Background: an optimization exercise with open tools, aiming at small area. Do not read the settings as production practice.
Function was checked by simulation only, so behaviour that the tests miss may differ from the original.
No driver is modelled on the clock port, so clock power and skew are understated where the tree is cut down; a real chip needs a root buffer or a tree.
Power is estimated from default activity; no workload was simulated.

==> 08-23: inputs <==
// apb_i2c_slave
module apb_i2c_slave #(
  parameter int APB_ADDR_WIDTH = 8
) (
  input  logic                      pclk,
  input  logic                      presetn,
  input  logic [APB_ADDR_WIDTH-1:0] paddr,
  input  logic                      psel,
  input  logic                      penable,
  input  logic                      pwrite,
  input  logic [31:0]               pwdata,
  output logic [31:0]               prdata,
  output logic                      pready,
  output logic                      pslverr,
  input  logic                      scl_i,
  input  logic                      sda_i,
  output logic                      sda_o,
  output logic                      sda_oe,
  output logic                      irq
);
  localparam logic [2:0] SLV_IDLE     = 3'd0;
  localparam logic [2:0] SLV_ADDR     = 3'd1;
  localparam logic [2:0] SLV_RW       = 3'd2;
  localparam logic [2:0] SLV_ACK_ADDR = 3'd3;
  localparam logic [2:0] SLV_RX       = 3'd4;
  localparam logic [2:0] SLV_ACK_RX   = 3'd5;
  localparam logic [2:0] SLV_TX       = 3'd6;
  localparam logic [2:0] SLV_ACK_TX   = 3'd7;
  localparam logic [7:0] REG_CTRL       = 8'h00;
  localparam logic [7:0] REG_STATUS     = 8'h04;
  ...
export LEC_CHECK = 0
export CAP_MARGIN = 20
export CORE_MARGIN = 2
export CORE_UTILIZATION = 40
export SLEW_MARGIN = 20
create_clock -name core_clock -period 10.0 [get_ports {pclk}]
standard.sh (not shown) runs the stock make flow with config.mk's settings and CLKGATE_MAP_FILE= SYNTH_SCRIPT=/design/flow/synth_recipe.tcl, a recipe that flattens the netlist after the stock synthesis.
==> flow/flow/run.sh <==
#!/bin/bash
# Standard ORFS layout with the smallest buffer on each port and a small
# hand-built clock tree (flow/cts_hook.tcl) in place of TritonCTS.
set -euo pipefail
HERE=$(cd "$(dirname "$0")" && pwd)
export BUFFER_PORTS_ARGS="-buffer_cell sky130_fd_sc_hd__buf_1"
export PRE_CTS_TCL="$HERE/cts_hook.tcl"
export MANUAL_CTS_CLUSTERS=3
export MANUAL_CTS_BUF=sky130_fd_sc_hd__clkbuf_16
export MANUAL_CTS_ROOT=
bash standard.sh > flow_make.log 2>&1
Other scripts of this flow, unchanged in this note and not shown: flow/flow/cts_hook.tcl, flow/flow/manual_cts.tcl
==> 04-16: changes against 08-23 <==
--- a/flow/flow/run.sh
+++ b/flow/flow/run.sh
@@ -6,2 +6,4 @@
 export BUFFER_PORTS_ARGS="-buffer_cell sky130_fd_sc_hd__buf_1"
+export SKIP_REPAIR_TIE_FANOUT=1
+export RECOVER_POWER=100
 export PRE_CTS_TCL="$HERE/cts_hook.tcl"
==> comparison table <==
item	08-23	04-16
FF-to-FF path depth	4	6
Clock share of power	20.5%	20.4%
GRT Resource Usage Total	16.4%	16.7%
Time the final worst path needs with I/O delays and setup	6.19 ns	6.08 ns
Cell class ranked first by area	multi-input combinational cells	registers
Register share of total power	59.7%	60.0%
Pre-CTS setup slack	3.86 ns	3.82 ns
Max IR drop VDD	109 µV	103 µV
Run status	no timing/DRC/antenna violations	finished with violations
Violated checks	-	max-capacitance violations, max-slew violations
Global-route wire length before repair	13900 µm	14100 µm
Post-route cell area	4080 µm²	3920 µm²
Met1 usage in global routing	23.9%	24.4%
Pwr Density	152 nW/µm²	157 nW/µm²
Total placed instance area	4010 µm²	3920 µm²
No run of this note takes its clock network from TritonCTS; it comes from the design's own scripts or RTL.

========
==> job 6669: inputs <==
Starting RTL as in the previous note.
export LEC_CHECK = 0
export CAP_MARGIN = 20
export CORE_MARGIN = 2
export CORE_UTILIZATION = 40
export PLACE_DENSITY = 0.85
export SLEW_MARGIN = 20
create_clock -name core_clock -period 10.0 [get_ports {pclk}]
==> flow/flow/run.sh <==
#!/bin/bash
# Standard ORFS layout with the smallest buffer on each port and a small
# hand-built clock tree (flow/cts_hook.tcl) in place of TritonCTS. After
# floorplanning, flow/post_fp.tcl re-maps the logic for area and shares the
# tie cells.
set -euo pipefail
HERE=$(cd "$(dirname "$0")" && pwd)
export BUFFER_PORTS_ARGS="-buffer_cell sky130_fd_sc_hd__buf_1"
export SKIP_REPAIR_TIE_FANOUT=1
export POST_FLOORPLAN_TCL="$HERE/post_fp.tcl"
export PRE_CTS_TCL="$HERE/cts_hook.tcl"
export MANUAL_CTS_CLUSTERS=4
export MANUAL_CTS_BUF=sky130_fd_sc_hd__clkbuf_8
export MANUAL_CTS_ROOT=
bash standard.sh > flow_make.log 2>&1
==> flow/flow/cts_hook.tcl <==
# Sourced before CTS: replace TritonCTS with a small clock tree of a few
# clock buffers, each driving one placement cluster of the registers.
source [file join [file dirname [info script]] manual_cts.tcl]
rename clock_tree_synthesis tritoncts_clock_tree_synthesis
proc clock_tree_synthesis { args } {
  manual_cts $::env(MANUAL_CTS_CLUSTERS) $::env(MANUAL_CTS_BUF)
  if {$::env(MANUAL_CTS_ROOT) ne ""} { manual_cts_root $::env(MANUAL_CTS_ROOT) }
  set net [[ord::get_db_block] findNet pclk]
  $net setSigType CLOCK
  foreach it [[ord::get_db_block] getInsts] {
    if {[string match clkbuf_* [$it getName]]} {
      foreach t [$it getITerms] { if {[$t isOutputSignal]} { [$t getNet] setSigType CLOCK } }
    }
  }
}
==> flow/flow/manual_cts.tcl <==
# Cluster the clock sinks by k-means on their placed locations and drive each
# cluster from one clock buffer placed at the cluster's centre.
proc manual_cts { nclus bufcell } {
  set block [ord::get_db_block]
  set net [$block findNet pclk]
  set sinks {}
  foreach p [get_pins -of_objects [get_nets pclk]] {
    if {[get_property $p direction] ne "input"} continue
    set inst [sta::sta_to_db_inst [get_cells -of_objects $p]]
    set bb [$inst getBBox]
    lappend sinks [list $p 0 [expr {([$bb xMin]+[$bb xMax])/2.0}] [expr {([$bb yMin]+[$bb yMax])/2.0}]]
  }
  set n [llength $sinks]
  # initial centres: spread along sorted x
  set sorted [lsort -real -index 2 $sinks]
  set cent {}
  for {set k 0} {$k < $nclus} {incr k} {
    set s [lindex $sorted [expr {int(($k+0.5)*$n/$nclus)}]]
    lappend cent [list [lindex $s 2] [lindex $s 3]]
  }
  for {set iter 0} {$iter < 50} {incr iter} {
    set asg {}
    foreach s $sinks {
      set best 0; set bd 1e30
      for {set k 0} {$k < $nclus} {incr k} {
        set c [lindex $cent $k]
        set d [expr {abs([lindex $s 2]-[lindex $c 0]) + abs([lindex $s 3]-[lindex $c 1])}]
        if {$d < $bd} { set bd $d; set best $k }
      }
      lappend asg $best
    }
    set newc {}
    for {set k 0} {$k < $nclus} {incr k} {
      set sx 0; set sy 0; set m 0
      foreach s $sinks a $asg { if {$a == $k} { set sx [expr {$sx+[lindex $s 2]}]; set sy [expr {$sy+[lindex $s 3]}]; incr m } }
      if {$m > 0} { lappend newc [list [expr {$sx/$m}] [expr {$sy/$m}]] } else { lappend newc [lindex $cent $k] }
    }
    set cent $newc
  }
  set dbu [$block getDbUnitsPerMicron]
  for {set k 0} {$k < $nclus} {incr k} {
    set pins {}
    foreach s $sinks a $asg { if {$a == $k} { lappend pins [lindex $s 0] } }
    if {[llength $pins] == 0} continue
    set c [lindex $cent $k]
    insert_buffer -buffer_cell $bufcell -net pclk -load_pins $pins \
      -location [list [expr {[lindex $c 0]/$dbu}] [expr {[lindex $c 1]/$dbu}]] \
      -buffer_name clkbuf_leaf_$k -net_name clknet_leaf_$k
    puts "cluster $k: [llength $pins] sinks"
  }
}

# Put one root buffer between the clock port and the leaf buffers.
proc manual_cts_root { bufcell } {
  set block [ord::get_db_block]
  set dbu [$block getDbUnitsPerMicron]
  set sx 0; set sy 0; set m 0
  set pins {}
  foreach p [get_pins -of_objects [get_nets pclk]] {
    if {[get_property $p direction] ne "input"} continue
    set inst [sta::sta_to_db_inst [get_cells -of_objects $p]]
    set bb [$inst getBBox]
    set sx [expr {$sx + ([$bb xMin]+[$bb xMax])/2.0}]
    set sy [expr {$sy + ([$bb yMin]+[$bb yMax])/2.0}]
    incr m
    lappend pins $p
  }
  insert_buffer -buffer_cell $bufcell -net pclk -load_pins $pins \
    -location [list [expr {$sx/$m/$dbu}] [expr {$sy/$m/$dbu}]] \
    -buffer_name clkbuf_root -net_name clknet_root
}
Other scripts of this flow, unchanged in this note and not shown: flow/flow/post_fp.tcl
==> job 768: changes against job 6669 <==
--- a/flow/design.v
+++ b/flow/design.v
@@ -40,17 +40,20 @@
   logic status_rx_valid;
   logic status_tx_ready;
   logic tx_valid;             
   logic status_nack_sent;
   logic status_last_rw;
-  logic [6:0] addr_reg;
+  logic [6:0] addr_x;        
+  wire  [6:0] addr_reg = addr_x ^ 7'h42;
   logic [7:0] rxdata_reg;
-  logic [7:0] txdata_reg;
+  logic [7:0] txdata_n;      
+  wire  [7:0] txdata_reg = ~txdata_n;
   logic irq_status_stop;
   logic irq_status_rx;
   logic irq_status_tx;
-  logic [3:0] irq_enable_reg;
+  logic [3:0] irq_enable_x;   
+  wire  [3:0] irq_enable_reg = irq_enable_x ^ 4'b0001;
   assign irq = ((status_start_seen & irq_enable_reg[0]) |
                 (irq_status_stop   & irq_enable_reg[1]) |
                 (irq_status_rx     & irq_enable_reg[2]) |
                 (irq_status_tx     & irq_enable_reg[3])) & ctrl_enable;
   wire apb_write = psel & penable & pwrite;
@@ -67,23 +70,23 @@
     if (!presetn) begin
       ctrl_enable    <= 1'b0;
       ctrl_auto_ack  <= 1'b0;
       ctrl_nack_ovr  <= 1'b0;
       ctrl_gc_en     <= 1'b0;
-      addr_reg       <= 7'h42;
-      txdata_reg     <= 8'hFF;
-      irq_enable_reg <= 4'b0001;
+      addr_x         <= 7'h00;
+      txdata_n       <= 8'h00;
+      irq_enable_x   <= 4'b0000;
     end else begin
       if (wr_ctrl) begin
         ctrl_enable   <= pwdata[0];
         ctrl_auto_ack <= pwdata[1];
         ctrl_nack_ovr <= pwdata[2];
         ctrl_gc_en    <= pwdata[3];
       end
-      if (wr_addr) addr_reg <= pwdata[6:0];
-      if (wr_tx)   txdata_reg <= pwdata[7:0];
-      if (wr_irqe) irq_enable_reg <= pwdata[3:0];
+      if (wr_addr) addr_x <= pwdata[6:0] ^ 7'h42;
+      if (wr_tx)   txdata_n <= ~pwdata[7:0];
+      if (wr_irqe) irq_enable_x <= pwdata[3:0] ^ 4'b0001;
     end
   end
   always_comb begin
     prdata = '0;
     case (paddr)
@@ -98,36 +101,36 @@
                                      status_start_seen};
       REG_IRQ_ENABLE: prdata[3:0] = irq_enable_reg;
       default:        prdata = '0;
     endcase
   end
-  logic [2:0] scl_filter;
-  logic [2:0] sda_filter;
-  logic       scl_sync;
-  logic       sda_sync;
-  logic       scl_sync_d, sda_sync_d;
+  logic [1:0] scl_run, sda_run;
+  logic       scl_sync_n, sda_sync_n;      
+  logic       scl_sync_dn, sda_sync_dn;    
+  wire        scl_sync = ~scl_sync_n;
+  wire        sda_sync = ~sda_sync_n;
+  wire        scl_sync_d = ~scl_sync_dn;
+  wire        sda_sync_d = ~sda_sync_dn;
+  wire scl_diff = scl_i ^ scl_sync;
+  wire sda_diff = sda_i ^ sda_sync;
+  wire scl_flip = &scl_run;
+  wire sda_flip = &sda_run;
   always_ff @(posedge pclk or negedge presetn) begin
     if (!presetn) begin
-      scl_filter <= 3'b111;
-      sda_filter <= 3'b111;
-      scl_sync   <= 1'b1;
-      sda_sync   <= 1'b1;
-      scl_sync_d <= 1'b1;
-      sda_sync_d <= 1'b1;
+      scl_run    <= 2'd0;
+      sda_run    <= 2'd0;
+      scl_sync_n  <= 1'b0;
+      sda_sync_n  <= 1'b0;
+      scl_sync_dn <= 1'b0;
+      sda_sync_dn <= 1'b0;
     end else begin
-      scl_filter <= {scl_filter[1:0], scl_i};
-      sda_filter <= {sda_filter[1:0], sda_i};
-      if (&scl_filter)
-        scl_sync <= 1'b1;
-      else if (~|scl_filter)
-        scl_sync <= 1'b0;
-      if (&sda_filter)
-        sda_sync <= 1'b1;
-      else if (~|sda_filter)
-        sda_sync <= 1'b0;
-      scl_sync_d <= scl_sync;
-      sda_sync_d <= sda_sync;
+      scl_sync_n <= scl_sync_n ^ scl_flip;
+      sda_sync_n <= sda_sync_n ^ sda_flip;
+      scl_run    <= scl_flip ? {1'b0, ~scl_diff} : (scl_diff ? scl_run + 2'd1 : 2'd0);
+      sda_run    <= sda_flip ? {1'b0, ~sda_diff} : (sda_diff ? sda_run + 2'd1 : 2'd0);
+      scl_sync_dn <= scl_sync_n;
+      sda_sync_dn <= sda_sync_n;
     end
   end
   wire scl_rising  = ~scl_sync_d & scl_sync;
   wire scl_falling = scl_sync_d & ~scl_sync;
   wire start_cond  = sda_sync_d & ~sda_sync & scl_sync;
@@ -182,11 +185,10 @@
       status_stop_seen  <= 1'b0;
       status_rx_valid   <= 1'b0;
       status_tx_ready   <= 1'b1;
       status_nack_sent  <= 1'b0;
       status_last_rw    <= 1'b0;
-      sda_oe            <= 1'b0;
       rxdata_reg        <= 8'h00;
       irq_status_stop   <= 1'b0;
       irq_status_rx     <= 1'b0;
       irq_status_tx     <= 1'b0;
     end else begin
@@ -217,12 +219,10 @@
         end
         if (pwdata[3]) irq_status_tx <= 1'b0;
       end
       if (rd_rx)
         status_rx_valid <= 1'b0;
-      if (!in_ack && state != SLV_TX)
-        sda_oe <= 1'b0;
       if (start_cond) begin
         state              <= SLV_ADDR;
         status_start_seen  <= 1'b1;
         status_stop_seen   <= 1'b0;
         status_address_hit <= 1'b0;
@@ -232,11 +232,10 @@
       end else if (stop_cond) begin
         state            <= SLV_IDLE;
         status_busy      <= 1'b0;
         status_stop_seen <= 1'b1;
         irq_status_stop  <= 1'b1;
-        sda_oe           <= 1'b0;
       end
       case (state)
         SLV_IDLE: begin
           status_busy <= 1'b0;
         end
@@ -247,26 +246,20 @@
         SLV_RW: begin
           if (scl_rising) begin
             status_address_hit <= match_now;
             status_last_rw     <= sda_sync;
             state              <= SLV_ACK_ADDR;
-            sda_oe             <= 1'b0;
             if (!match_now)
               status_nack_sent <= 1'b1;
           end
         end
         SLV_ACK_ADDR: begin
-          if (addr_match && ctrl_enable && ack_low_or_fall)
-            sda_oe <= 1'b1;
-          else
-            sda_oe <= 1'b0;
           if (scl_falling && ack_after_high) begin
             if (addr_match && ctrl_enable) begin
               if (rw_flag) begin
                 state           <= SLV_TX;
                 status_tx_ready <= ~tx_valid;
-                sda_oe   <= ~txdata_reg[7];
               end else begin
                 state <= SLV_RX;
               end
             end else begin
               state <= SLV_IDLE;
@@ -274,20 +267,16 @@
           end
         end
         SLV_RX: begin
           if (scl_rising && bit_cnt == 3'd0) begin
             state  <= SLV_ACK_RX;
-            sda_oe <= 1'b0;
             if (!(ctrl_auto_ack && !(ctrl_nack_ovr && status_rx_valid)))
               status_nack_sent <= 1'b1;
           end
         end
         SLV_ACK_RX: begin
-          if (scl_falling && !ack_after_high)
-            sda_oe <= ack_val;
           if (scl_falling && ack_after_high) begin
-            sda_oe <= 1'b0;
             if (ack_val) begin
               rxdata_reg      <= shift_reg;
               status_rx_valid <= 1'b1;
               irq_status_rx   <= 1'b1;
               state           <= SLV_RX;
@@ -295,32 +284,49 @@
               state <= SLV_IDLE;
             end
           end
         end
         SLV_TX: begin
-          if (scl_falling)
-            sda_oe <= ~shift_reg[7];
           if (scl_rising && bit_cnt == 3'd0)
             state <= SLV_ACK_TX;
         end
         SLV_ACK_TX: begin
-          if (scl_falling && !ack_after_high)
-            sda_oe <= 1'b0;
           if (scl_rising)
             status_nack_sent <= sda_sync;
           if (scl_falling && ack_after_high) begin
             status_tx_ready <= 1'b1;
             if (sda_sync == 1'b1) begin
               state <= SLV_IDLE;
             end else begin
               irq_status_tx <= 1'b1;
-              sda_oe        <= ~txdata_reg[7];
               state         <= SLV_TX;
             end
           end
         end
         default: ;
       endcase
     end
   end
+  always_ff @(posedge pclk or negedge presetn) begin
+    if (!presetn)
+      sda_oe <= 1'b0;
+    else begin
+      case (state)
+        SLV_ACK_ADDR:
+          sda_oe <= addr_match & ctrl_enable &
+                    ((scl_falling & ack_after_high & rw_flag) ? ~txdata_reg[7] : ack_low_or_fall);
+        SLV_ACK_RX:
+          if (scl_falling)    sda_oe <= ~ack_after_high & ack_val;
+          else if (stop_cond) sda_oe <= 1'b0;
+        SLV_TX:
+          if (scl_falling)    sda_oe <= ~shift_reg[7];
+          else if (stop_cond) sda_oe <= 1'b0;
+        SLV_ACK_TX:
+          if (scl_falling)    sda_oe <= ack_after_high & ~sda_sync & ~txdata_reg[7];
+          else if (stop_cond) sda_oe <= 1'b0;
+        default:
+          sda_oe <= 1'b0;
+      endcase
+    end
+  end
   assign sda_o = 1'b0;
 endmodule
--- a/flow/flow/run.sh
+++ b/flow/flow/run.sh
@@ -10,6 +10,10 @@
 export POST_FLOORPLAN_TCL="$HERE/post_fp.tcl"
 export PRE_CTS_TCL="$HERE/cts_hook.tcl"
 export MANUAL_CTS_CLUSTERS=4
 export MANUAL_CTS_BUF=sky130_fd_sc_hd__clkbuf_8
 export MANUAL_CTS_ROOT=
+# each leaf buffer is then sized up from clkbuf_4 until its estimated
+# register clock slew is at most MANUAL_CTS_SLEW ns
+export MANUAL_CTS_SIZES="sky130_fd_sc_hd__clkbuf_4 sky130_fd_sc_hd__clkbuf_8 sky130_fd_sc_hd__clkbuf_16"
+export MANUAL_CTS_SLEW=0.120
 bash standard.sh > flow_make.log 2>&1
--- a/flow/flow/cts_hook.tcl
+++ b/flow/flow/cts_hook.tcl
@@ -3,10 +3,11 @@
 source [file join [file dirname [info script]] manual_cts.tcl]
 rename clock_tree_synthesis tritoncts_clock_tree_synthesis
 proc clock_tree_synthesis { args } {
   manual_cts $::env(MANUAL_CTS_CLUSTERS) $::env(MANUAL_CTS_BUF)
   if {$::env(MANUAL_CTS_ROOT) ne ""} { manual_cts_root $::env(MANUAL_CTS_ROOT) }
+  if {$::env(MANUAL_CTS_SIZES) ne ""} { manual_cts_size $::env(MANUAL_CTS_SIZES) $::env(MANUAL_CTS_SLEW) }
   set net [[ord::get_db_block] findNet pclk]
   $net setSigType CLOCK
   foreach it [[ord::get_db_block] getInsts] {
     if {[string match clkbuf_* [$it getName]]} {
       foreach t [$it getITerms] { if {[$t isOutputSignal]} { [$t getNet] setSigType CLOCK } }
--- a/flow/flow/manual_cts.tcl
+++ b/flow/flow/manual_cts.tcl
@@ -67,5 +67,36 @@
   }
   insert_buffer -buffer_cell $bufcell -net pclk -load_pins $pins \
     -location [list [expr {$sx/$m/$dbu}] [expr {$sy/$m/$dbu}]] \
     -buffer_name clkbuf_root -net_name clknet_root
 }
+
+# Size each leaf clock buffer: start every leaf at the smallest buffer in
+# bufs and step a leaf up while the estimated slew at any of its register
+# clock pins is over target_ns.
+proc manual_cts_size { bufs target_ns } {
+  set leaves [get_cells clkbuf_leaf_*]
+  foreach c $leaves { replace_cell $c [lindex $bufs 0] }
+  set_propagated_clock [all_clocks]
+  for {set round 0} {$round < [llength $bufs]} {incr round} {
+    estimate_parasitics -placement
+    set changed 0
+    foreach c $leaves {
+      set out [get_pins -of_objects $c -filter "direction==output"]
+      set worst 0
+      foreach p [get_pins -of_objects [get_nets -of_objects $out]] {
+        if {[get_property $p direction] ne "input"} continue
+        set s [get_property $p slew_max]
+        if {$s > $worst} { set worst $s }
+      }
+      set cur [get_property $c ref_name]
+      set i [lsearch $bufs $cur]
+      if {$worst > $target_ns && $i < [llength $bufs] - 1} {
+        replace_cell $c [lindex $bufs [expr {$i + 1}]]
+        set changed 1
+      }
+      puts "clock leaf [get_name $c]: $cur worst slew $worst"
+    }
+    if {!$changed} break
+  }
+  unset_propagated_clock [all_clocks]
+}
- CAP_MARGIN: 20 -> 0
- GPL_TIMING_DRIVEN: default -> 0
- SLEW_MARGIN: 20 -> 0
==> run_results.csv <==
group,metric,value,unit
power,clock_power,110,µW
routing,drt-wirelength-per-cell,17.3,µm
timing,slew_headroom,43.2,%
power,leakagePower,0.00126,µW
finish,multi_input_cells,213,
power,power.share.sequential,56.9,%
yosys,synth-compound-area-share,14.9,%
yosys,yosys.area_share.xor_xnor,2.01,%
place,place.gp.congestion,0.913,
routing,drtIter0Drc,392,
finish,finalNonFillerCells,534,
run_status,status,"no timing/DRC/antenna violations",
(the above is from job 6669)
==> run_results.csv <==
group,metric,value,unit
run_status,status,"no timing/DRC/antenna violations",
yosys,ys_seq_area_share,43.2,%
routing,drtIter0Drc,251,
timing,slew_headroom,36.5,%
yosys,synth-compound-area-share,16.5,%
finish,finalNonFillerCells,524,
power,power.share.sequential,53.8,%
yosys,yosys.area_share.xor_xnor,2.67,%
place,place.gp.congestion,0.990,
power,leakagePower,0.00129,µW
routing,drt-wirelength-per-cell,17.4,µm
floorplanning,core-area,9680,µm²
grt,grtUsageMet2,27.7,%
critical_path,r2r_end,"shift_reg[4]",
finish,multi_input_cells,221,
(the above is from job 768)
In every run of this note, the design's own scripts or RTL, not TritonCTS, make the clock network.

[port drivers added, routing unchanged]
How much do the figures lean on ideal ports? The routed layouts below were timed once more, with nothing changed but the port constraints. Step 1 (the two cells are an assumption about what drives the block):
set clk [get_ports {pclk}]
set_driving_cell -lib_cell sky130_fd_sc_hd__clkbuf_16 $clk
set_driving_cell -lib_cell sky130_fd_sc_hd__buf_2 [delete_from_list [all_inputs] $clk]
Step 2 adds t to the input delays and takes it off the output delays; t is the mean of the earliest and latest rising clock arrival at the registers after step 1. Input paths then give back, and output paths get back, about the clock's delay inside the block. a / b / c = ideal ports / drivers / drivers and shift; a / b = the first two.
| run | shift t [ns] | setup slack, ns | pins driven straight from the clock port |
|---|---|---|---|
| 08-23 | 0.218 | 3.809 / 3.790 / 3.790 | 3 |
| 04-16 | 0.223 | 3.917 / 3.891 / 3.891 | 3 |
| job 6669 | 0.224 | 4.091 / 4.070 / 4.070 | 4 |
| job 768 | 0.221 | 3.914 / 3.881 / 3.881 | 4 |
The setup slack of job 768, which loses most, moves by -0.033 ns with the drivers and by -0.033 ns with both steps.
